Context: an optimization exercise on an open-source flow, tuned for small area. The choices shown serve that exercise and are no tape-out recipe.
In this exercise RTL edits were held to simulation tests only and were not proved equivalent to the original.
In every run shown here, the design's own scripts or RTL, not TritonCTS, make the clock network.
No driver is modelled on the clock port, so clock power and skew are understated where the tree is cut down; a real chip needs a root buffer or a tree.
No activity file was given, so power comes from the tool's default toggle rates.

<file path="flow/run.sh">
#!/bin/bash
# Own layout flow: the standard flow (standard.sh) with these changes in how
# the layout is made:
#  - ABC maps the logic with an area-oriented script (abc.script here: a
#    minute of &deepsyn AIG optimisation, then area mapping) instead
#    of ORFS's speed script, whose buffering and upsizing aim at delay;
#  - Yosys's synth runs without its early "abc -fast", and the adders are
#    not extracted into fa/ha cells (ADDER_MAP_FILE empty), so ABC maps the
#    written-out carry chains together with the logic around them;
#  - the port buffers that global placement adds are sky130_fd_sc_hd__buf_1;
#  - one tie cell drives all the constant outputs;
#  - the clock tree is flow/clock_tree.tcl: four clkbuf_16, each driving the
#    flip-flops of one region, instead of TritonCTS's two-level tree.
# Everything else (synthesis passes, floorplan, power grid, taps, placement,
# routing) is the standard flow. Each tool's output goes to a log in this folder.
set -euo pipefail
here=$(pwd)
rm -rf "$here/scripts_mod"
cp -r "$FLOW_HOME/scripts" "$here/scripts_mod"
cp "$here/flow/abc.script" "$here/scripts_mod/abc_area.script"
# the CTS step builds the clock tree with flow/clock_tree.tcl
sed -i "s|^log_cmd clock_tree_synthesis {\*}\$cts_args|source $here/flow/clock_tree.tcl|" "$here/scripts_mod/cts.tcl"
grep -q "source $here/flow/clock_tree.tcl" "$here/scripts_mod/cts.tcl"
export SCRIPTS_DIR="$here/scripts_mod"
export ABC_AREA=1
export SYNTH_ARGS=-noabc
export ADDER_MAP_FILE=
export SKIP_REPAIR_TIE_FANOUT=1
export REMOVE_ABC_BUFFERS=1
export BUFFER_PORTS_ARGS="-buffer_cell sky130_fd_sc_hd__buf_1"
bash standard.sh > "$here/standard_flow.log" 2>&1
</file>
<file path="constraint.sdc">
create_clock -name core_clock -period 120.0 [get_ports {ClkPort}]
set_input_delay 24.0000 -clock core_clock [delete_from_list [all_inputs] [get_ports {ClkPort}]]
set_output_delay 24.0000 -clock core_clock [all_outputs]
set_load 0.01 [all_outputs]
</file>
<file path="design.v">
`timescale 1ns / 1ps
module display_controller(
	input clk,
	input rst,
	output hSync, vSync,
	output reg [9:0] hCount,
	output reg [9:0] vCount,
	output [2:0] divclk,  
	output carry7         
	);
	reg [1:0] phase;  
	wire tick = ~phase[1] & ~phase[0];
	assign divclk = {hCount[0] ^ (phase[1] | phase[0]), phase};
	assign carry7 = phase[1] & phase[0] & ~(|hCount[4:0]);
	wire hEnd = hCount[9] & hCount[8] & (&hCount[4:0]);
	wire vEnd = vCount[9] & vCount[3] & vCount[2];
	reg [9:0] hn, vn;
	reg hc, vc;
	integer i;
	always @(*) begin
		hc = tick;
		vc = tick & hEnd;
		for (i = 0; i < 10; i = i + 1) begin
			hn[i] = hCount[i] ^ hc;
			hc = hCount[i] & hc;
			vn[i] = vCount[i] ^ vc;
			vc = vCount[i] & vc;
		end
	end
	always @(posedge clk) begin
		phase <= rst ? 2'd0 : {phase[1] ^ phase[0], ~phase[0]};
		hCount <= (rst | (tick & hEnd)) ? 10'd0 : hn;
		vCount <= (rst | (tick & hEnd & vEnd)) ? 10'd0 : vn;
	end
	assign hSync = ~(hCount[9] | hCount[8] | hCount[7] | (hCount[6] & hCount[5]));
	assign vSync = ~(|vCount[9:1]);
endmodule
`timescale 1ns / 1ps
module pong_vga_bitchange(
	input clk,
	input rst,
	input p1_button_u,
	input p1_button_d,
	input p2_button_u,
	input p2_button_d,
	input start_btn,
	input [2:0] divclk,
	input [9:0] hCount, vCount,
	output white,
	output reg [3:0] score1,
	output reg [3:0] score2
	);
	function ge(input [10:0] x, input [10:0] c);
		integer i;
		reg r;
		begin
			r = 1'b1;
			for (i = 0; i < 11; i = i + 1)
				r = c[i] ? (x[i] & r) : (x[i] | r);
			ge = r;
		end
	endfunction
	function [10:0] inc(input [10:0] x, input c);
		integer i;
		reg k;
		begin
			k = c;
			for (i = 0; i < 11; i = i + 1) begin
				inc[i] = x[i] ^ k;
				k = x[i] & k;
			end
		end
	endfunction
	function [10:0] add(input [10:0] a, input [10:0] b, input c);
		integer i;
		reg k;
		begin
			k = c;
			for (i = 0; i < 11; i = i + 1) begin
				add[i] = a[i] ^ b[i] ^ k;
				k = (a[i] & b[i]) | (k & (a[i] ^ b[i]));
			end
		end
	endfunction
	reg enable;
	reg [5:0] I, J;
	reg [6:0] K;
	reg [8:0] p1_top, p2_top;
	reg [9:0] nbx;
	reg [8:0] nyq;
	wire [9:0] xo = ~nbx;
	reg [1:0] trajectory_sign;  
	reg [1:0] ball_shift_y;     
	wire run = enable & ~rst;
	wire start = start_btn & ~enable;
	wire s1_ten = score1[3] & score1[1];
	wire s2_ten = score2[3] & score2[1];
	wire goal1 = enable & ~start_btn & ge(xo, 717) & ~ge(xo, 1019);
	wire goal2 = enable & ~start_btn & ~ge(xo, 201);
	wire clr = rst | (start & (s1_ten | s2_ten));
	wire [10:0] s1n = inc(score1, goal1);
	wire [10:0] s2n = inc(score2, goal2);
	always @(posedge clk) begin
		enable <= ~rst & (start | (enable & ~goal1 & ~goal2));
		score1 <= clr ? 4'd0 : s1n[3:0];
		score2 <= clr ? 4'd0 : s2n[3:0];
	end
	wire hq = ge(hCount, 144) & ~ge(hCount, 785);
	wire u1 = p1_button_u & hq & ge(p1_top, 34);
	wire d1 = ~u1 & p1_button_d & hq & ~ge(p1_top, 455);
	wire u2 = p2_button_u & hq & ge(p2_top, 34);
	wire d2 = ~u2 & p2_button_d & hq & ~ge(p2_top, 455);
	wire st1 = enable & (u1 | d1);
	wire st2 = enable & (u2 | d2);
	wire iw = I[5] & I[4] & I[1];  
	wire jw = J[5] & J[4] & J[1];  
	wire [10:0] In = inc(I, st1);
	wire [10:0] Jn = inc(J, st2);
	wire [10:0] t1n = add(p1_top, {11{u1 & iw}}, d1 & iw);
	wire [10:0] t2n = add(p2_top, {11{u2 & jw}}, d2 & jw);
	always @(posedge clk) begin
		I <= (rst | (st1 & iw)) ? 6'd0 : In[5:0];
		J <= (rst | (st2 & jw)) ? 6'd0 : Jn[5:0];
		p1_top <= run ? t1n[8:0] : 9'd245;
		p2_top <= run ? t2n[8:0] : 9'd245;
	end
	wire kw = K[6] & K[5] & K[2];  
	wire move = enable & kw;
	wire [10:0] Kn = inc(K, enable);
	wire xr = trajectory_sign[0], yu = trajectory_sign[1];
	wire sx2 = ball_shift_y[1];
	wire [10:0] ndx = move ? ~{{9{~xr}}, sx2 | ~xr, ~sx2} : 11'h7ff;
	wire [10:0] ndy = move ? (yu ? {9'd0, ball_shift_y} : {9'h1ff, ~ball_shift_y}) : 11'd0;
	wire [10:0] nbxs = add(nbx, ndx, 1'b1);
	wire [10:0] nyqs = add({2'b0, nyq}, ndy, move & ~yu);
	wire [9:0] bxo = ~nbxs[9:0];  
	wire [8:0] byq = ~nyqs[8:0];  
	wire wall_lo = ge(byq, 480);
	wire wall_hi = ~ge(byq, 9);
	wire [8:0] pt = bxo[9] ? p2_top : p1_top;
	wire [10:0] c = add({2'b0, pt}, {2'b11, nyqs[8:0]}, 1'b1);
	wire [9:0] cs = {~c[9], c[8:0]};  
	wire near = ge(cs, 512 - 28) & ~ge(cs, 512 + 31);   
	wire edg = ~ge(cs, 512 - 16);                       
	wire hit1 = ge(bxo, 200) & ~ge(bxo, 211) & near;   
	wire hit2 = ge(bxo, 707) & ~ge(bxo, 718) & near;   
	always @(posedge clk) begin
		K <= (rst | move) ? 7'd0 : Kn[6:0];
		nbx <= run ? nbxs[9:0] : ~10'd459;
		nyq <= run ? nyqs[8:0] : ~9'd244;
		if (rst) begin
			trajectory_sign <= 2'b00;
			ball_shift_y <= 2'd1;
		end else if (start) begin
			trajectory_sign <= divclk[1:0];
			ball_shift_y <= {divclk[2], ~divclk[2]};
		end else if (enable) begin
			if (hit1)
				trajectory_sign <= {trajectory_sign[1], 1'b1};
			else if (hit2)
				trajectory_sign <= {trajectory_sign[1], 1'b0};
			else if (wall_lo)
				trajectory_sign <= {1'b1, trajectory_sign[0]};
			else if (wall_hi)
				trajectory_sign <= {1'b0, trajectory_sign[0]};
			if ((hit1 | hit2) & edg)
				ball_shift_y <= 2'd3;
		end
	end
	wire [8:0] nqt = hCount[9] ? ~p2_top : ~p1_top;
	wire [10:0] f = add({1'b0, vCount}, {1'b0, 1'b1, nqt}, 1'b1);  
	wire pad = f[10] & ~ge(f[9:0], 61) &
		((ge(hCount, 200) & ~ge(hCount, 211)) | (ge(hCount, 717) & ~ge(hCount, 728)));
	wire [10:0] gx = add({1'b0, hCount}, {1'b0, nbx}, 1'b1);
	wire [10:0] gy = add({1'b0, vCount}, {2'b01, nyq}, 1'b1);  
	wire ball = gx[10] & ~ge(gx[9:0], 11) & gy[10] & ge(gy[9:0], 26) & ~ge(gy[9:0], 37);
	wire [3:0] s = hCount[9] ? score2 : score1;
	wire g1 = s[3] | s[1] | ~(s[2] ^ s[0]);                        
	wire g2 = s[3] | ~s[2] | ~(s[1] ^ s[0]);                       
	wire g3 = s[3] | s[2] | ~s[1] | s[0];                          
	wire g4 = s[2] ? (s[1] ^ s[0]) : (s[1] | ~s[0]);               
	wire g5 = ~s[0] & (~s[2] | s[1]);                              
	wire g6 = s[3] | (s[2] & ~(s[1] & s[0])) | ~(s[2] | s[1] | s[0]);  
	wire g7 = s[3] ? ~s[1] : ((s[2] | s[1]) & ~(s[2] & s[1] & s[0]));  
	wire z10 = s[3] & s[1];                                        
	wire v1  = ge(vCount, 44) & ~ge(vCount, 50);
	wire v26 = ge(vCount, 50) & ~ge(vCount, 65);
	wire v35 = ge(vCount, 65) & ~ge(vCount, 80);
	wire v4  = ge(vCount, 80) & ~ge(vCount, 85);
	wire v7  = ge(vCount, 63) & ~ge(vCount, 68);
	wire vo  = ge(vCount, 44) & ~ge(vCount, 85);
	wire hl = (ge(hCount, 337) & ~ge(hCount, 343)) | (ge(hCount, 570) & ~ge(hCount, 576));
	wire hr = (ge(hCount, 352) & ~ge(hCount, 358)) | (ge(hCount, 585) & ~ge(hCount, 591));
	wire ha = (ge(hCount, 337) & ~ge(hCount, 358)) | (ge(hCount, 570) & ~ge(hCount, 591));
	wire ho = (ge(hCount, 317) & ~ge(hCount, 323)) | (ge(hCount, 550) & ~ge(hCount, 556));
	wire dig = (ha & ((g1 & v1) | (g4 & v4) | (g7 & v7))) |
		(hr & ((g2 & v26) | (g3 & v35))) |
		(hl & ((g6 & v26) | (g5 & v35))) |
		(ho & z10 & vo);
	assign white = pad | ball | dig;
endmodule
`timescale 1ns / 1ps
module counter(
	input clk,
	input rst,
	input cin,                   
	input [3:0] displayNumber1,  
	input [3:0] displayNumber2,  
	output [7:0] anode,
	output [6:0] ssdOut
	);
	reg [20:7] refresh;
	reg [20:7] nxt;
	reg c;
	integer i;
	always @(*) begin
		c = cin;
		for (i = 7; i < 21; i = i + 1) begin
			nxt[i] = refresh[i] ^ c;
			c = refresh[i] & c;
		end
	end
	always @(posedge clk)
		refresh <= rst ? 14'd0 : nxt;
	wire [2:0] sel = refresh[20:18];
	wire [3:0] num = sel[2] ? displayNumber2 : displayNumber1;
	wire ten = num[3] & num[1];
	wire [3:0] digit = (sel[1:0] == 2'd2) ? {3'd0, ten} :
		((sel[1:0] == 2'd3) & ~ten) ? num : 4'd0;
	assign anode = ~(8'b10000000 >> sel);
	wire d0 = digit == 4'd0, d1 = digit == 4'd1, d2 = digit == 4'd2, d3 = digit == 4'd3,
		d4 = digit == 4'd4, d5 = digit == 4'd5, d6 = digit == 4'd6, d7 = digit == 4'd7,
		d8 = digit == 4'd8, d9 = digit == 4'd9;
	assign ssdOut[6] = d1 | d4;                  
	assign ssdOut[5] = d5 | d6;                  
	assign ssdOut[4] = d2;                       
	assign ssdOut[3] = d1 | d4 | d7;             
	assign ssdOut[2] = d1 | d3 | d4 | d5 | d7 | d9;  
	assign ssdOut[1] = d1 | d2 | d3 | d7;        
	assign ssdOut[0] = d0 | d1 | d7;             
endmodule
`timescale 1ns / 1ps
module pong_vga_top(
	input ClkPort,
	input rst,  
	input BtnC,
	input BtnU,
	input BtnD,
	input BtnL,
	input BtnR,
	output hSync, vSync,
	output [3:0] vgaR, vgaG, vgaB,
	output An0, An1, An2, An3, An4, An5, An6, An7,
	output Ca, Cb, Cc, Cd, Ce, Cf, Cg, Dp,
	output MemOE, MemWR, RamCS, QuadSpiFlashCS
	);
	wire [9:0] hc, vc;
	wire [3:0] score1, score2;
	wire [6:0] ssdOut;
	wire [7:0] anode;
	wire [2:0] divclk;  
	wire carry7;        
	wire white;
	display_controller dc(.clk(ClkPort), .rst(rst), .hSync(hSync), .vSync(vSync),
		.hCount(hc), .vCount(vc), .divclk(divclk), .carry7(carry7));
	counter cnt(.clk(ClkPort), .rst(rst), .cin(carry7), .displayNumber1(score1), .displayNumber2(score2),
		.anode(anode), .ssdOut(ssdOut));
	pong_vga_bitchange vbc(.clk(ClkPort), .rst(rst), .start_btn(BtnC), .divclk(divclk),
		.p1_button_u(BtnL), .p1_button_d(BtnD), .p2_button_u(BtnU), .p2_button_d(BtnR),
		.hCount(hc), .vCount(vc), .white(white), .score1(score1), .score2(score2));
	assign Dp = 1;
	assign {Ca, Cb, Cc, Cd, Ce, Cf, Cg} = ssdOut;
	assign {An7, An6, An5, An4, An3, An2, An1, An0} = anode;
	assign vgaR = {4{white}};
	assign vgaG = {4{white}};
	assign vgaB = {4{white}};
	assign {MemOE, MemWR, RamCS, QuadSpiFlashCS} = 4'b1111;
endmodule
</file>
<file path="flow/abc.script">
strash
&get -n
&st
&deepsyn -T 60
&dch
&nf -R 1000
&put
</file>
<file path="standard.sh">
#!/bin/bash
# synth_recipe.tcl (not shown) runs the flow's synth.tcl, then flattens the netlist and writes it again
# the make line also repeats each setting of config.mk as NAME=value (left out here)
make -C /OpenROAD-flow-scripts/flow DESIGN_CONFIG=/design/flow/config.mk WORK_HOME=/design/flow/orfs CLKGATE_MAP_FILE= SYNTH_SCRIPT=/design/flow/synth_recipe.tcl "${@:-finish}"
</file>
<file path="config.mk">
export PLATFORM = sky130hd
export DESIGN_NAME = pong_vga_top
export DESIGN_NICKNAME = pong_vga_top
export VERILOG_FILES = /design/flow/design.v
export SDC_FILE = /design/flow/constraint.sdc
export NUM_CORES = 4
export LEC_CHECK = 0
export CAP_MARGIN = 0
export CORE_MARGIN = 2
export CORE_UTILIZATION = 40
export GPL_TIMING_DRIVEN = 0
export SLEW_MARGIN = 0
</file>
<file path="flow/clock_tree.tcl">
# Clock tree used in place of clock_tree_synthesis (sourced by the CTS step):
# the flip-flops are split by position into 4 groups (k-means, then at most
# n/4 + 1 per group, nearest first), and each group
# gets one sky130_fd_sc_hd__clkbuf_16 driven by the clock port, placed at the
# group's centre. All groups have the same buffer and depth, so the clock
# reaches every register through exactly one buffer.
set n_groups 4
set buf_cell sky130_fd_sc_hd__clkbuf_16
set block [ord::get_db_block]
set clknet [$block findNet [get_full_name [lindex [get_property [lindex [all_clocks] 0] sources] 0]]]
set sinks {}
foreach it [$clknet getITerms] {
  set bb [[$it getInst] getBBox]
  lappend sinks [list $it [expr {([$bb xMin] + [$bb xMax]) / 2.0}] [expr {([$bb yMin] + [$bb yMax]) / 2.0}]]
}
set n [llength $sinks]
puts "clock_tree.tcl: [$clknet getName] has $n sinks"
# k-means on the sink positions, started from the sinks' order along x
set sorted [lsort -real -index 1 $sinks]
set cent {}
for {set k 0} {$k < $n_groups} {incr k} {
  set s [lindex $sorted [expr {int(($k + 0.5) * $n / $n_groups)}]]
  lappend cent [list [lindex $s 1] [lindex $s 2]]
}
for {set iter 0} {$iter < 50} {incr iter} {
  set assign {}
  for {set k 0} {$k < $n_groups} {incr k} { set sx($k) 0.0; set sy($k) 0.0; set cnt($k) 0 }
  foreach s $sinks {
    set best 0
    set bd 1e30
    for {set k 0} {$k < $n_groups} {incr k} {
      set c [lindex $cent $k]
      set d [expr {abs([lindex $s 1] - [lindex $c 0]) + abs([lindex $s 2] - [lindex $c 1])}]
      if {$d < $bd} { set bd $d; set best $k }
    }
    lappend assign $best
    set sx($best) [expr {$sx($best) + [lindex $s 1]}]
    set sy($best) [expr {$sy($best) + [lindex $s 2]}]
    incr cnt($best)
  }
  set cent {}
  for {set k 0} {$k < $n_groups} {incr k} {
    if {$cnt($k) > 0} {
      lappend cent [list [expr {$sx($k) / $cnt($k)}] [expr {$sy($k) / $cnt($k)}]]
    } else {
      lappend cent [list 0 0]
    }
  }
}
# final assignment with at most cap sinks per group, nearest pairs first
set cap [expr {($n + $n_groups - 1) / $n_groups + 1}]
set pairs {}
set i 0
foreach s $sinks {
  for {set k 0} {$k < $n_groups} {incr k} {
    set c [lindex $cent $k]
    lappend pairs [list $i $k [expr {abs([lindex $s 1] - [lindex $c 0]) + abs([lindex $s 2] - [lindex $c 1])}]]
  }
  incr i
}
for {set k 0} {$k < $n_groups} {incr k} { set cnt($k) 0; set sx($k) 0.0; set sy($k) 0.0 }
array unset grp
foreach p [lsort -real -index 2 $pairs] {
  lassign $p i k d
  if {[info exists grp($i)] || $cnt($k) >= $cap} { continue }
  set grp($i) $k
  incr cnt($k)
  set s [lindex $sinks $i]
  set sx($k) [expr {$sx($k) + [lindex $s 1]}]
  set sy($k) [expr {$sy($k) + [lindex $s 2]}]
}
set master [[ord::get_db] findMaster $buf_cell]
for {set k 0} {$k < $n_groups} {incr k} {
  set inst [odb::dbInst_create $block $master "clkbuf_grp_$k"]
  set net [odb::dbNet_create $block "clknet_grp_$k"]
  $net setSigType CLOCK
  [$inst findITerm A] connect $clknet
  [$inst findITerm X] connect $net
  $inst setLocation [expr {int($sx($k) / $cnt($k))}] [expr {int($sy($k) / $cnt($k))}]
  $inst setPlacementStatus PLACED
  set grp_net($k) $net
  puts "clock_tree.tcl: group $k: $cnt($k) sinks"
}
set i 0
foreach s $sinks {
  set it [lindex $s 0]
  $it disconnect
  $it connect $grp_net($grp($i))
  incr i
}
set_propagated_clock [all_clocks]
</file>
==> results of run 1 <==
-- where the power goes --
group	switching [mW]	total, mW	internal (mW)
Sequential	0.000708	0.0359	0.0352
Clock	0.00909	0.0153	0.00617
Combinational	0.00146	0.00224	0.000782
Total	0.0113	0.0534	0.0421
-- cells in the mapped netlist (13+ instances only) --
master / instances
a21oi_1: 84
and2_0: 21
and3_1: 21
buf_4: 17
clkinv_1: 13
dfxtp_1: 105
mux2i_1: 22
nand2_1: 67
nand2b_1: 18
nand3_1: 27
nor2_1: 100
nor3_1: 60
o21ai_0: 58
or3_1: 14
xnor2_1: 41
xor2_1: 17
-- layout make-up --
type	instances	area, um^2
Inverter	13	48.8
Multi-Input combinational cell	698	4130
Timing Repair Buffer	35	133
Fill cell	1657	8990
Sequential cell	105	2100
Buffer	4	100
Tap cell	216	270
-- logic make-up after synthesis --
kind of cell / count (synthesis) / share of synthesized area
AO/OA/AOI/OAI: 227 / 0.215
XOR/XNOR: 58 / 0.0794
adder cells (fa/ha/maj): 6 / 0.00939
buffers and inverters: 30 / 0.0276
flip-flops: 105 / 0.329
multiplexers: 29 / 0.0467
other: 1 / 0.000586
AND/OR/NAND/NOR: 377 / 0.292
-- critical path, stage by stage (launching register included) --
cell and delay [ns]:
dfxtp_1 1.07, mux2i_1 0.41, xnor2_1 0.17, o21ai_0 0.17, nor4b_1 0.44, nor2_1 0.07, a21oi_1 0.17, nor2_1 0.09
a21oi_1 0.15, xnor2_1 0.14, nand4_1 0.15, nand3_1 0.31, buf_1 0.20
-- how the worst min path moves through the flow --
stage | endpoint | slack, ns | cells past startpoint
after CTS | vbc.K[3] | 0.48 | 1
final | vbc.K[3] | 0.47 | 1
after detailed placement | vbc.I[5] | 0.46 | 2
after global routing | vbc.K[0] | 0.52 | 1
after floorplan | vbc.I[5] | 0.43 | 2
after global placement | vbc.I[5] | 0.45 | 2
-- metal layers --
layer	GRT usage	part of all wire
met1	0.253	0.52
met2	0.290	0.44
met3	0.0114	0.028
met4	0.0144	0.0098
met5	0	0
-- registers in the layout, summed over array words and instances, names as in the netlist, 4 cells and up --
name and cells:
cnt.refresh 14, dc.hCount 10, dc.vCount 10, vbc.I 6, vbc.J 6, vbc.K 7, vbc.nbx 10, vbc.nyq 9
vbc.p1_top 9, vbc.p2_top 9, vbc.score1 4, vbc.score2 4
==> results.sh, run 1 <==
export IMPL_rr_worst_depth=23
export IMPL_drive_gt1_frac=0.00819
export IMPL_coreArea_um2=15800
export IMPL_ctsResizeCount=0
export IMPL_antenna_found_initial=0
export IMPL_synthDominantCellAreaShare=0.329
export IMPL_worstMarginPinSlew_ns=1.12
export IMPL_synth_ff_type="dfxtp_1"
export IMPL_max_freq_ghz=0.0361
export IMPL_ys_types=59
export IMPL_grt_overflow=0
export IMPL_syn2layout_area_growth_pct=6.02
export IMPL_dpl_cell_area_um2=6670
export IMPL_hold_buffers=0
export IMPL_instances_no_fill=1071
export IMPL_timing_hold_ws_ns=0.474
export IMPL_core_rowCount=46
export IMPL_grt_pass1_wl_um=24400
export IMPL_drc=0
export IMPL_synth_top_area_cell="dfxtp_1"
export IMPL_grt_setup_unrepaired="no"
export IMPL_start_util=0.406
export IMPL_drtAntennaViolNets=0
export IMPL_async_flop_share=0
export IMPL_rr_startpoint="vbc.enable"
export IMPL_worstPathMaxFanout=25
export IMPL_dp_slack_ns=92.51
export IMPL_hold_start="vbc.K[3]"
export IMPL_netlist_instances=833
export IMPL_insertion_delay_ns=0.17
export IMPL_final_nets=864
export IMPL_yosysWarnings=3
export IMPL_min_period_ns=27.71
export IMPL_ff2ff_setup_slack_ns=112.18
export IMPL_fin_ws_ns=92.29
export IMPL_crit_start="dc.hCount[9]"
export IMPL_crit_path_start_kind="register"
export IMPL_drt_iter0_drc=295
export IMPL_port_buffers=35
export IMPL_synth_edf_count=0
export IMPL_hold_viol=0
export IMPL_insertedDiodeCount=0
export IMPL_relSlewSlack=0.251
export IMPL_syn_area_um2=6400
export IMPL_dp_hpwl_um=11200
export IMPL_synth_area_top_cells="dfxtp_1 (33%), a21oi_1 (6.6%), nor2_1 (5.9%), xnor2_1 (5.6%), nor3_1 (4.7%)"
export IMPL_crit_type="register to output port"
export IMPL_first_pass_iters=4
export IMPL_outcome="no timing/DRC/antenna violations"
export IMPL_final_cell_area_um2=6780
export IMPL_wl_per_cell_um=14.2
export IMPL_io_pins=41
export IMPL_finish_utilization=0.430
export IMPL_synth_seq_cells=105
export IMPL_setup_viol=0
export IMPL_die_area_um2=17000
export IMPL_arrival_ns=3.71
export IMPL_die_width_um=130
export IMPL_final_common_cell="dfxtp_1"
export IMPL_place_inst=1067
export IMPL_fin_crit_sh=0.231
export IMPL_chipHeight_um=130
export IMPL_gp_congestion=0.839
export IMPL_first_global_vias=4924
export IMPL_setup_tns_ns=0
export IMPL_power_density_nw_per_um2=7.87
export IMPL_ir_drop_v=0.00000552
export IMPL_drv_slew=0
export IMPL_finClkSkew_ns=0.0112
export IMPL_syn_area_per_cell_um2=7.68
export IMPL_cts_clk_slew_worst_paths_ns=0.11
export IMPL_endpoint="vgaR[0]"
export IMPL_cellLeakagePower_nw=2.25
export IMPL_drt_total_wl_um=15200
export IMPL_max_cap_violations=0
export IMPL_post_cts_setup_buffers=0
export IMPL_power_uw=53.4
export IMPL_r2r_end="vbc.trajectory_sign[1]"
export IMPL_viasPerCell=5.43
export IMPL_grt_max_degree=35
export IMPL_grt_total_usage=0.172
export IMPL_hold_class="register to register"
export IMPL_crit_path_end_kind="output port"
export IMPL_yosysSeqAreaShare=0.329
export IMPL_mostFrequentLayoutCells="dfxtp_1 (105), nor2_1 (100), a21oi_1 (84), nand2_1 (67), nor3_1 (60)"
export IMPL_cp_required_ns=96.00
export IMPL_dr_total_vias=5812
==> inputs of run 2 (changes only) <==
--- a/flow/run.sh
+++ b/flow/run.sh
@@ -4,9 +4,8 @@
 #  - ABC maps the logic with an area-oriented script (abc.script here: a
 #    minute of &deepsyn AIG optimisation, then area mapping) instead
 #    of ORFS's speed script, whose buffering and upsizing aim at delay;
-#  - Yosys's synth runs without its early "abc -fast", and the adders are
-#    not extracted into fa/ha cells (ADDER_MAP_FILE empty), so ABC maps the
-#    written-out carry chains together with the logic around them;
+#  - the adders are not extracted into fa/ha cells (ADDER_MAP_FILE empty),
+#    so ABC maps the written-out carry chains with the logic around them;
 #  - the port buffers that global placement adds are sky130_fd_sc_hd__buf_1;
 #  - one tie cell drives all the constant outputs;
 #  - the clock tree is flow/clock_tree.tcl: four clkbuf_16, each driving the
@@ -23,7 +22,6 @@
 grep -q "source $here/flow/clock_tree.tcl" "$here/scripts_mod/cts.tcl"
 export SCRIPTS_DIR="$here/scripts_mod"
 export ABC_AREA=1
-export SYNTH_ARGS=-noabc
 export ADDER_MAP_FILE=
 export SKIP_REPAIR_TIE_FANOUT=1
 export REMOVE_ABC_BUFFERS=1
==> run 2 against run 1 <==
Against the previous run: still clean; worst hold slack improved by 0.018 ns; design area fell by 0.63%; die area fell by 0.60%; register-to-register slack better by 0.68 ns; critical endpoint is now vgaB[0]; largest power group unchanged.
==> results.sh, run 2 <==
export IMPL_outcome="no timing/DRC/antenna violations"
export IMPL_ff2ff_setup_slack_ns=112.86
export IMPL_cp_buffers_inverters=1
export IMPL_mostFrequentLayoutCells="nor2_1 (113), dfxtp_1 (105), a21oi_1 (87), nor3_1 (70), nand2_1 (65)"
export IMPL_die_width_um=130
export IMPL_crit_family="simple AND/OR/NAND/NOR gates"
export IMPL_syn_area_um2=6360
export IMPL_rr_worst_depth=31
export IMPL_cp_cell_sequence="mux2i_1, nand2_1, xnor2_1, or3_1, a211oi_1, nor2_1, or4_1, buf_1"
export IMPL_hold_class="register to register"
export IMPL_ctsResizeCount=0
export IMPL_netlist_instances=833
export IMPL_syn_area_per_cell_um2=7.63
export IMPL_ir_drop_v=0.00000677
export IMPL_fillers=1654
export IMPL_viasPerCell=5.39
export IMPL_max_freq_ghz=0.0361
export IMPL_insertedDiodeCount=0
export IMPL_setup_tns_ns=0
export IMPL_worstMarginPinSlew_ns=1.36
export IMPL_synthDominantCellAreaShare=0.331
export IMPL_synth_edf_count=0
export IMPL_relSlewSlack=0.0697
export IMPL_first_pass_iters=5
export IMPL_cellLeakagePower_nw=2.28
export IMPL_synth_ff_type="dfxtp_1"
export IMPL_max_cap_violations=0
export IMPL_antenna_found_initial=0
export IMPL_fin_crit_sh=0.231
export IMPL_power_uw=53.9
export IMPL_async_flop_share=0
export IMPL_setup_viol=0
export IMPL_syn2layout_area_growth_pct=6.02
export IMPL_worstPathMaxFanout=26
export IMPL_grt_total_usage=0.180
export IMPL_min_period_ns=27.72
export IMPL_crit_type="register to output port"
export IMPL_post_cts_setup_buffers=0
export IMPL_drv_slew=0
export IMPL_synth_common_cells="nor2_1 (113), dfxtp_1 (105), a21oi_1 (87)"
export IMPL_first_global_vias=5009
export IMPL_synth_top_area_cell="dfxtp_1"
export IMPL_power_density_nw_per_um2=7.99
export IMPL_grt_max_degree=32
export IMPL_io_pins=41
export IMPL_insertion_delay_ns=0.17
export IMPL_chipHeight_um=130
export IMPL_hold_viol=0
export IMPL_finish_utilization=0.429
export IMPL_largest_register_ffs=14
export IMPL_dp_hpwl_um=11300
export IMPL_drc=0
export IMPL_regMostFlops="cnt.refresh"
export IMPL_wl_per_cell_um=14.5
export IMPL_start_util=0.405
export IMPL_synth_area_top_cells="dfxtp_1 (33%), a21oi_1 (6.8%), nor2_1 (6.7%), xnor2_1 (5.8%), nor3_1 (5.5%)"
export IMPL_synth_most_common_cell="nor2_1"
export IMPL_yosysSeqAreaShare=0.331
export IMPL_drive_gt1_frac=0.00702
export IMPL_final_common_cell="nor2_1"
export IMPL_dr_total_vias=5778
export IMPL_cp_required_ns=96.00
export IMPL_drt_total_wl_um=15500
export IMPL_hold_buffers=0
export IMPL_arrival_ns=3.72
export IMPL_final_cell_area_um2=6740
export IMPL_cts_clk_slew_worst_paths_ns=0.10
export IMPL_place_inst=1067
export IMPL_yosysWarnings=3
export IMPL_crit_path_end_kind="output port"
export IMPL_hold_depth=2
export IMPL_finClkSkew_ns=0.0128
export IMPL_final_nets=864
export IMPL_grt_overflow=0
export IMPL_drtAntennaViolNets=0
export IMPL_cp_slowest_cell="dfxtp_1"
export IMPL_port_buffers=35
export IMPL_die_area_um2=16900
export IMPL_ys_types=52
export IMPL_core_rowCount=46
export IMPL_crit_path_start_kind="register"
export IMPL_path_depth=8
export IMPL_gp_congestion=0.824
export IMPL_coreArea_um2=15700
export IMPL_grt_pass1_wl_um=25500
export IMPL_instances_no_fill=1071
export IMPL_drt_iter0_drc=301
export IMPL_max_stage_delay_ns=1.06
export IMPL_dpl_cell_area_um2=6630
export IMPL_synth_seq_cells=105
export IMPL_grt_setup_unrepaired="no"
-- run 2: final timing paths --
check,startpoint,endpoint
setup / recovery,dc.hCount[9],vgaB[0]
hold / removal,cnt.refresh[13],cnt.refresh[13]
setup reg to reg,vbc.enable,vbc.ball_shift_y[0]
hold reg to reg,cnt.refresh[13],cnt.refresh[13]
-- run 2: power breakdown --
group	internal [mW]	leakage (nW)	switching, mW
clock network	0.00619	0.0493	0.00948
logic	0.000735	1.38	0.00152
registers	0.0352	0.848	0.000732
total	0.0421	2.28	0.0117
-- run 2: metrics by stage --
stage / setup slack (ns) / hold slack (ns)
after floorplan: 92.81 / 0.437
after CTS: 92.26 / 0.490
after global placement: 92.49 / 0.459
final: 92.28 / 0.492
after global routing: 91.92 / 0.528
after detailed placement: 92.45 / 0.465
-- run 2: layout make-up --
cell class | count | area [um^2] | share of cell area
inverter | 11 | 41.3 | 0.00613
sequential | 105 | 2100 | 0.312
multi-input combinational | 700 | 4090 | 0.607
timing repair buffer | 35 | 133 | 0.0197
tap | 216 | 270 | 0.0401
buffer | 4 | 100 | 0.0149
-- run 2: layer usage --
layer,vias to the layer above,wire length (um),global-route usage
li1,3077,-,-
met1,2632,7850,0.267
met2,62,7110,0.305
met3,7,486,0.00984
met4,0,91,0.0120
met5,-,0,0
-- run 2: worst register-to-register path, delay by kind of cell, from the launching register on --
family / cells / cell delay [ns]
fa+ha+maj: 1 / 0.38
xor+xnor: 4 / 1.06
buf+inv: 1 / 0.08
mux: 2 / 0.75
compound gates: 9 / 1.73
flops: 1 / 0.79
simple gates: 14 / 2.31
-- run 2: cells by family after synthesis --
kind of cell / Yosys count / synth area share
flip-flops: 105 / 0.331
XOR/XNOR: 63 / 0.0868
other: 1 / 0.000590
adder cells (fa/ha/maj): 4 / 0.00630
AND/OR/NAND/NOR: 389 / 0.301
buffers and inverters: 28 / 0.0266
AO/OA/AOI/OAI: 217 / 0.206
multiplexers: 26 / 0.0423
==> inputs of run 3 (changes only) <==
--- a/design.v
+++ b/design.v
@@ -51,14 +51,7 @@
 	output reg [3:0] score2
 	);
 	function ge(input [10:0] x, input [10:0] c);
-		integer i;
-		reg r;
-		begin
-			r = 1'b1;
-			for (i = 0; i < 11; i = i + 1)
-				r = c[i] ? (x[i] & r) : (x[i] | r);
-			ge = r;
-		end
+		ge = x >= c;
 	endfunction
 	function [10:0] inc(input [10:0] x, input c);
 		integer i;
==> run 3 against run 2 <==
Against the previous run: still clean on timing, DRC and antenna; synthesized cell count decreased by 0.48%; worst hold slack got worse by 0.010 ns; sequential power about the same; core utilization increased by 0.84 points; clock power decreased by 4%; setup slack improved by 0.16 ns; register-to-register slack got worse by 0.52 ns; fmax increased by 0.57%; wire length decreased by 3.6%; via count increased by 0.36%; critical endpoint is now vgaG[3].
==> results.sh, run 3 <==
export IMPL_drc=0
export IMPL_io_pins=41
export IMPL_dpl_cell_area_um2=6590
export IMPL_drv_slew=0
export IMPL_netlist_instances=829
export IMPL_first_pass_iters=5
export IMPL_drtAntennaViolNets=0
export IMPL_ctsResizeCount=0
export IMPL_fin_crit_sh=0.230
export IMPL_arrival_ns=3.56
export IMPL_die_width_um=130
export IMPL_finClkSkew_ns=0.0109
export IMPL_p_int_uw=42.4
export IMPL_mostFrequentLayoutCells="dfxtp_1 (105), nor2_1 (104), a21oi_1 (88), nand2_1 (68), nor3_1 (64)"
export IMPL_ys_types=52
export IMPL_synth_common_cells="dfxtp_1 (105), nor2_1 (105), a21oi_1 (88)"
export IMPL_min_period_ns=27.56
export IMPL_die_area_um2=16800
export IMPL_synth_area_top_cells="dfxtp_1 (33%), a21oi_1 (7.0%), nor2_1 (6.3%), xnor2_1 (5.3%), nor3_1 (5.1%)"
export IMPL_max_freq_ghz=0.0363
export IMPL_grt_setup_unrepaired="no"
export IMPL_grt_pass1_wl_um=24800
export IMPL_first_global_vias=4985
export IMPL_hold_depth=2
export IMPL_hold_start="vbc.I[5]"
export IMPL_yosysSeqAreaShare=0.333
export IMPL_dp_hpwl_um=11100
export IMPL_seqPwrFrac=0.667
export IMPL_swShare=0.217
export IMPL_worstPathMaxFanout=29
export IMPL_drive_gt1_frac=0.00939
export IMPL_syn_area_per_cell_um2=7.61
export IMPL_yosysWarnings=3
export IMPL_wl_per_cell_um=14.1
export IMPL_synth_seq_cells=105
export IMPL_setup_tns_ns=0
export IMPL_crit_type="register to output port"
export IMPL_cts_clk_slew_worst_paths_ns=0.11
export IMPL_max_cap_violations=0
export IMPL_rr_worst_depth=26
export IMPL_insertion_delay_ns=0.17
export IMPL_crit_path_end_kind="output port"
export IMPL_gp_congestion=0.866
export IMPL_whs_endpoint="vbc.I[5]"
export IMPL_cellLeakagePower_nw=2.19
export IMPL_syn2layout_area_growth_pct=6.21
export IMPL_start_util=0.412
export IMPL_synth_ff_type="dfxtp_1"
export IMPL_setup_viol=0
export IMPL_hold_buffers=0
export IMPL_hold_class="register to register"
export IMPL_power_density_nw_per_um2=8.09
export IMPL_worstMarginPinSlew_ns=1.25
export IMPL_p_comb_frac=0.053
export IMPL_synth_edf_count=0
export IMPL_final_common_cell="dfxtp_1"
export IMPL_final_cell_area_um2=6700
export IMPL_drt_total_wl_um=15000
export IMPL_rr_startpoint="vbc.enable"
export IMPL_post_cts_setup_buffers=0
export IMPL_antenna_found_initial=0
export IMPL_chipHeight_um=130
export IMPL_synth_top_area_cell="dfxtp_1"
export IMPL_async_flop_share=0
export IMPL_ff2ff_setup_slack_ns=112.34
export IMPL_drt_iter0_drc=455
export IMPL_final_nets=861
export IMPL_grt_total_usage=0.176
export IMPL_dr_total_vias=5799
export IMPL_coreArea_um2=15300
export IMPL_crit_path_start_kind="register"
export IMPL_regMostFlops="cnt.refresh"
export IMPL_synthDominantCellAreaShare=0.333
export IMPL_cp_required_ns=96.00
export IMPL_ir_drop_v=0.00000923
export IMPL_clkPwrFrac=0.280
export IMPL_hold_viol=0
export IMPL_port_buffers=35
export IMPL_viasPerCell=5.46
export IMPL_core_rowCount=45
export IMPL_r2r_end="vbc.trajectory_sign[0]"
export IMPL_relSlewSlack=0.163
export IMPL_syn_area_um2=6310
export IMPL_grt_max_degree=34
export IMPL_grt_overflow=0
export IMPL_outcome="no timing/DRC/antenna violations"
export IMPL_netSwitchingPower_uw=11.8
export IMPL_insertedDiodeCount=0
export IMPL_largest_register_ffs=14
## run 3: logic make-up (layout without fill, tap and decap cells)
| group | after synthesis | in the layout | synth area share |
|---|---|---|---|
| AND/OR/NAND/NOR | 374 | 374 | 0.289 |
| adder cells (fa/ha/maj) | 2 | 2 | 0.00317 |
| multiplexers | 28 | 28 | 0.0458 |
| buffers and inverters | 30 | 53 | 0.0280 |
| AO/OA/AOI/OAI | 232 | 232 | 0.221 |
| other | 1 | 1 | 0.000595 |
| flip-flops | 105 | 105 | 0.333 |
| XOR/XNOR | 57 | 57 | 0.0792 |
## run 3: layout make-up
cell class / count / area, um^2
timing repair buffer: 36 / 144
buffer: 4 / 100
inverter: 13 / 48.8
tap: 211 / 264
sequential: 105 / 2100
fill: 1588 / 8620
multi-input combinational: 694 / 4040
## run 3: how the worst max path moves through the flow
| stage | from | to | cells after the start |
|---|---|---|---|
| final | dc.hCount[9] | vgaG[3] | 12 |
| after floorplan | dc.hCount[9] | vgaB[0] | 11 |
| after global placement | dc.hCount[9] | vgaG[2] | 12 |
| after CTS | dc.hCount[9] | vgaG[3] | 12 |
| after global routing | dc.hCount[9] | vgaR[1] | 12 |
| after detailed placement | dc.hCount[9] | vgaG[3] | 12 |
## run 3: power by group through the flow
| stage | clock (mW) | combinational (mW) | sequential, mW |
|---|---|---|---|
| after floorplan | 0 | 0.00198 | 0.0366 |
| after global routing | 0.0169 | 0.00325 | 0.0363 |
| after global placement | 0 | 0.00289 | 0.0369 |
| after CTS | 0.0158 | 0.00292 | 0.0361 |
| final | 0.0151 | 0.00290 | 0.0361 |
| after detailed placement | 0 | 0.00291 | 0.0369 |
## run 3: routing by layer
layer	GRT usage	wire (um)	vias to the layer above
li1	-	-	3077
met1	0.267	7780	2634
met2	0.274	6420	75
met3	0.0190	577	13
met4	0.0240	191	0
met5	0	0	-
## run 3: metrics by stage
stage | power [mW] | setup WS (ns) | utilization | hold WS (ns) | cells
4_1_cts | 0.0548 | 92.47 | 0.437 | 0.491 | 1063
3_3_place_gp | 0.0398 | 92.72 | 0.429 | 0.453 | 1058
2_1_floorplan | 0.0386 | 92.93 | - | 0.437 | 812
5_1_grt | 0.0564 | 92.11 | 0.437 | 0.503 | 1063
3_5_place_dp | 0.0398 | 92.67 | 0.430 | 0.464 | 1059
6_report | 0.0542 | 92.44 | 0.437 | 0.482 | 1063
## run 3: worst max-delay path, stage by stage (launching register included)
cell	delay, ns
dfxtp_1	1.17
mux2i_1	0.45
a211oi_1	0.12
o21ai_0	0.16
o21ai_0	0.10
a21oi_1	0.17
nor2b_1	0.07
nor2_1	0.10
a211oi_1	0.05
nor4_1	0.29
o211ai_1	0.21
nand2_1	0.30
buf_1	0.19
==> inputs of run 4 (changes only) <==
--- a/flow/run.sh
+++ b/flow/run.sh
@@ -1,8 +1,8 @@
 #!/bin/bash
 # Own layout flow: the standard flow (standard.sh) with these changes in how
 # the layout is made:
-#  - ABC maps the logic with an area-oriented script (abc.script here: a
-#    minute of &deepsyn AIG optimisation, then area mapping) instead
+#  - ABC maps the logic with an area-oriented script (abc.script here:
+#    150 s of &deepsyn AIG optimisation, then area mapping) instead
 #    of ORFS's speed script, whose buffering and upsizing aim at delay;
 #  - the adders are not extracted into fa/ha cells (ADDER_MAP_FILE empty),
 #    so ABC maps the written-out carry chains with the logic around them;
==> flow/abc.script (replaced) <==
strash
&get -n
&st
&deepsyn -T 150
&dch
&nf -R 1000
&put
==> run 4 against run 3 <==
Against the previous run: sequential share of layout area about the same; combinational power down 7%; sequential power about the same; flip-flop and latch count unchanged; final cell count down 1.0%; critical path type unchanged; wire length up 2.5%; clock power up 5%; critical endpoint is now vgaR[1]; critical path depth down 3; setup slack better by 0.021 ns; die area up 0.13%.
==> results.sh, run 4 <==
export IMPL_max_freq_ghz=0.0363
export IMPL_grt_max_degree=33
export IMPL_chipHeight_um=130
export IMPL_grt_total_usage=0.181
export IMPL_final_nets=850
export IMPL_synth_edf_count=0
export IMPL_die_width_um=130
export IMPL_insertion_delay_ns=0.17
export IMPL_place_inst=1048
export IMPL_synth_area_top_cells="dfxtp_1 (33%), nor2_1 (6.7%), a21oi_1 (6.3%), o21ai_0 (4.5%), nor3_1 (4.4%)"
export IMPL_synth_seq_cells=105
export IMPL_grt_setup_unrepaired="no"
export IMPL_crit_path_start_kind="register"
export IMPL_worstPathMaxFanout=30
export IMPL_die_area_um2=16800
export IMPL_timing_hold_ws_ns=0.470
export IMPL_drtAntennaViolNets=0
export IMPL_ir_drop_v=0.00000651
export IMPL_cp_cell_sequence="mux2i_1, o21ai_0, o21ai_0, nor4_1, o221ai_1, a21oi_1, o211ai_1, nand3_1, buf_1"
export IMPL_syn_area_um2=6310
export IMPL_max_cap_violations=0
export IMPL_final_common_cell="nor2_1"
export IMPL_crit_type="register to output port"
export IMPL_grt_overflow=0
export IMPL_hold_viol=0
export IMPL_viasPerCell=5.60
export IMPL_drc=0
export IMPL_power_density_nw_per_um2=8.12
export IMPL_instances_no_fill=1052
export IMPL_synthDominantCellAreaShare=0.333
export IMPL_cp_slowest_cell="dfxtp_1"
export IMPL_cts_clk_slew_worst_paths_ns=0.11
export IMPL_drt_iter0_drc=385
export IMPL_io_pins=41
export IMPL_clkPwrFrac=0.290
export IMPL_p_int_uw=42.4
export IMPL_mostFrequentLayoutCells="nor2_1 (112), dfxtp_1 (105), a21oi_1 (80), o21ai_0 (57)"
export IMPL_worstMarginPinSlew_ns=1.31
export IMPL_dp_slack_ns=92.64
export IMPL_fin_crit_sh=0.230
export IMPL_drv_slew=0
export IMPL_netlist_instances=818
export IMPL_arrival_ns=3.54
export IMPL_hold_class="register to register"
export IMPL_synth_common_cells="nor2_1 (113), dfxtp_1 (105), a21oi_1 (80)"
export IMPL_ctsResizeCount=0
export IMPL_start_util=0.412
export IMPL_dpl_cell_area_um2=6600
export IMPL_synth_most_common_cell="nor2_1"
export IMPL_fin_ws_ns=92.46
export IMPL_insertedDiodeCount=0
export IMPL_max_stage_delay_ns=1.21
export IMPL_outcome="no timing/DRC/antenna violations"
export IMPL_finClkSkew_ns=0.0162
export IMPL_core_rowCount=45
export IMPL_coreArea_um2=15300
export IMPL_seqPwrFrac=0.661
export IMPL_critPathMostFrequentCell="o21ai_0"
export IMPL_grt_pass1_wl_um=25500
export IMPL_relSlewSlack=0.128
export IMPL_hold_buffers=0
export IMPL_syn2layout_area_growth_pct=6.12
export IMPL_first_pass_iters=5
export IMPL_ys_types=57
export IMPL_dr_total_vias=5888
export IMPL_power_uw=54.4
export IMPL_cp_required_ns=96.00
export IMPL_dp_hpwl_um=11100
export IMPL_gp_congestion=0.880
export IMPL_cp_buffers_inverters=1
export IMPL_synth_top_area_cell="dfxtp_1"
export IMPL_crit_path_end_kind="output port"
export IMPL_yosysSeqAreaShare=0.333
export IMPL_setup_viol=0
export IMPL_p_comb_frac=0.050
export IMPL_regMostFlops="cnt.refresh"
export IMPL_final_cell_area_um2=6700
export IMPL_drt_total_wl_um=15400
export IMPL_post_cts_setup_buffers=0
export IMPL_first_global_vias=5132
export IMPL_setup_tns_ns=0
export IMPL_wl_per_cell_um=14.6
export IMPL_synth_ff_type="dfxtp_1"
export IMPL_crit_family="flip-flops"
export IMPL_async_flop_share=0
export IMPL_largest_register_ffs=14
export IMPL_swShare=0.222
export IMPL_netSwitchingPower_uw=12.1
export IMPL_yosysWarnings=3
export IMPL_min_period_ns=27.54
export IMPL_antenna_found_initial=0
export IMPL_drive_gt1_frac=0.00832
export IMPL_syn_area_per_cell_um2=7.72
export IMPL_finish_utilization=0.438
export IMPL_cellLeakagePower_nw=2.25
export IMPL_port_buffers=35
run 4: cell types whose count changed in the layout (fill, tap and decap cells not counted), moves of 7 or more:
cell / before / now
nand2_1: 68 / 55
xnor2_1: 37 / 25
nor3_1: 64 / 55
a21oi_1: 88 / 80
nor2_1: 104 / 112
o21a_1: 7 / 15
xor2_1: 19 / 27
a31oi_1: 3 / 10
nor4_1: 13 / 6
run 4: worst paths after layout:
path | startpoint | endpoint | slack (ns) | cells after the start
max | dc.hCount[9] | vgaR[1] | 92.46 | 9
min | vbc.K[4] | vbc.K[4] | 0.47 | 1
max reg2reg | vbc.enable | vbc.trajectory_sign[0] | 111.72 | 29
min reg2reg | vbc.K[4] | vbc.K[4] | 0.47 | 1
run 4: cells by family after synthesis:
family / count (synthesis) / share of synthesized area
xor+xnor: 52 / 0.0721
buf+inv: 30 / 0.0279
simple gates: 360 / 0.282
fa+ha+maj: 3 / 0.00476
other cells: 1 / 0.000594
compound gates: 237 / 0.232
mux: 30 / 0.0481
flops: 105 / 0.333
run 4: area by class of cell:
cell class / count / area, um^2
buffer: 4 / 100
multi-input combinational: 683 / 4040
fill: 1625 / 8610
inverter: 13 / 48.8
timing repair buffer: 36 / 148
tap: 211 / 264
sequential: 105 / 2100
run 4: power groups by stage:
stage | Clock (mW) | Combinational, mW | Sequential (mW)
3_5_place_dp | 0 | 0.00268 | 0.0368
5_1_grt | 0.0176 | 0.00308 | 0.0361
4_1_cts | 0.0166 | 0.00270 | 0.0360
6_report | 0.0158 | 0.00271 | 0.0360
3_3_place_gp | 0 | 0.00262 | 0.0367
2_1_floorplan | 0 | 0.00181 | 0.0365
run 4: worst register-to-register path, delay by kind of cell (launching register included):
| family | cells | cell delay (ns) |
|---|---|---|
| AOI/OAI and AO/OA | 12 | 2.66 |
| and+or+nand+nor | 9 | 2.04 |
| DFF | 1 | 0.66 |
| adders and majority gates | 3 | 1.21 |
| xor gates and xnor gates | 1 | 0.97 |
| muxes | 3 | 0.57 |
| buffers and inverters | 1 | 0.06 |
run 4: per-layer routing:
layer / routed length (um) / up-vias / global-route usage
li1: - / 3062 / -
met1: 8100 / 2685 / 0.277
met2: 6330 / 122 / 0.281
met3: 588 / 19 / 0.0120
met4: 333 / 0 / 0.0335
met5: 0 / - / 0

-- re-timing with driven ports --
How much do the figures lean on ideal ports? The routed layouts below were timed once more, with nothing changed but the port constraints. Step 1 (the two cells are an assumption about what drives the block):
set clk [get_ports {ClkPort}]
set_driving_cell -lib_cell sky130_fd_sc_hd__clkbuf_16 $clk
set_driving_cell -lib_cell sky130_fd_sc_hd__buf_2 [delete_from_list [all_inputs] $clk]
Step 2 adds t to the input delays and takes it off the output delays; t is the mean of the earliest and latest rising clock arrival at the registers after step 1. Input paths then give back, and output paths get back, about the clock's delay inside the block. a / b / c = ideal ports / drivers / drivers and shift; a / b = the first two.
run | t, ns | setup slack, ns | pins driven straight from the clock port
run 1 | 0.257 | 92.288 / 92.194 / 92.451 | 4
run 2 | 0.260 | 92.280 / 92.188 / 92.447 | 4
run 3 | 0.257 | 92.437 / 92.343 / 92.600 | 4
run 4 | 0.253 | 92.458 / 92.370 / 92.623 | 4
After both steps every run listed still meets setup and hold.
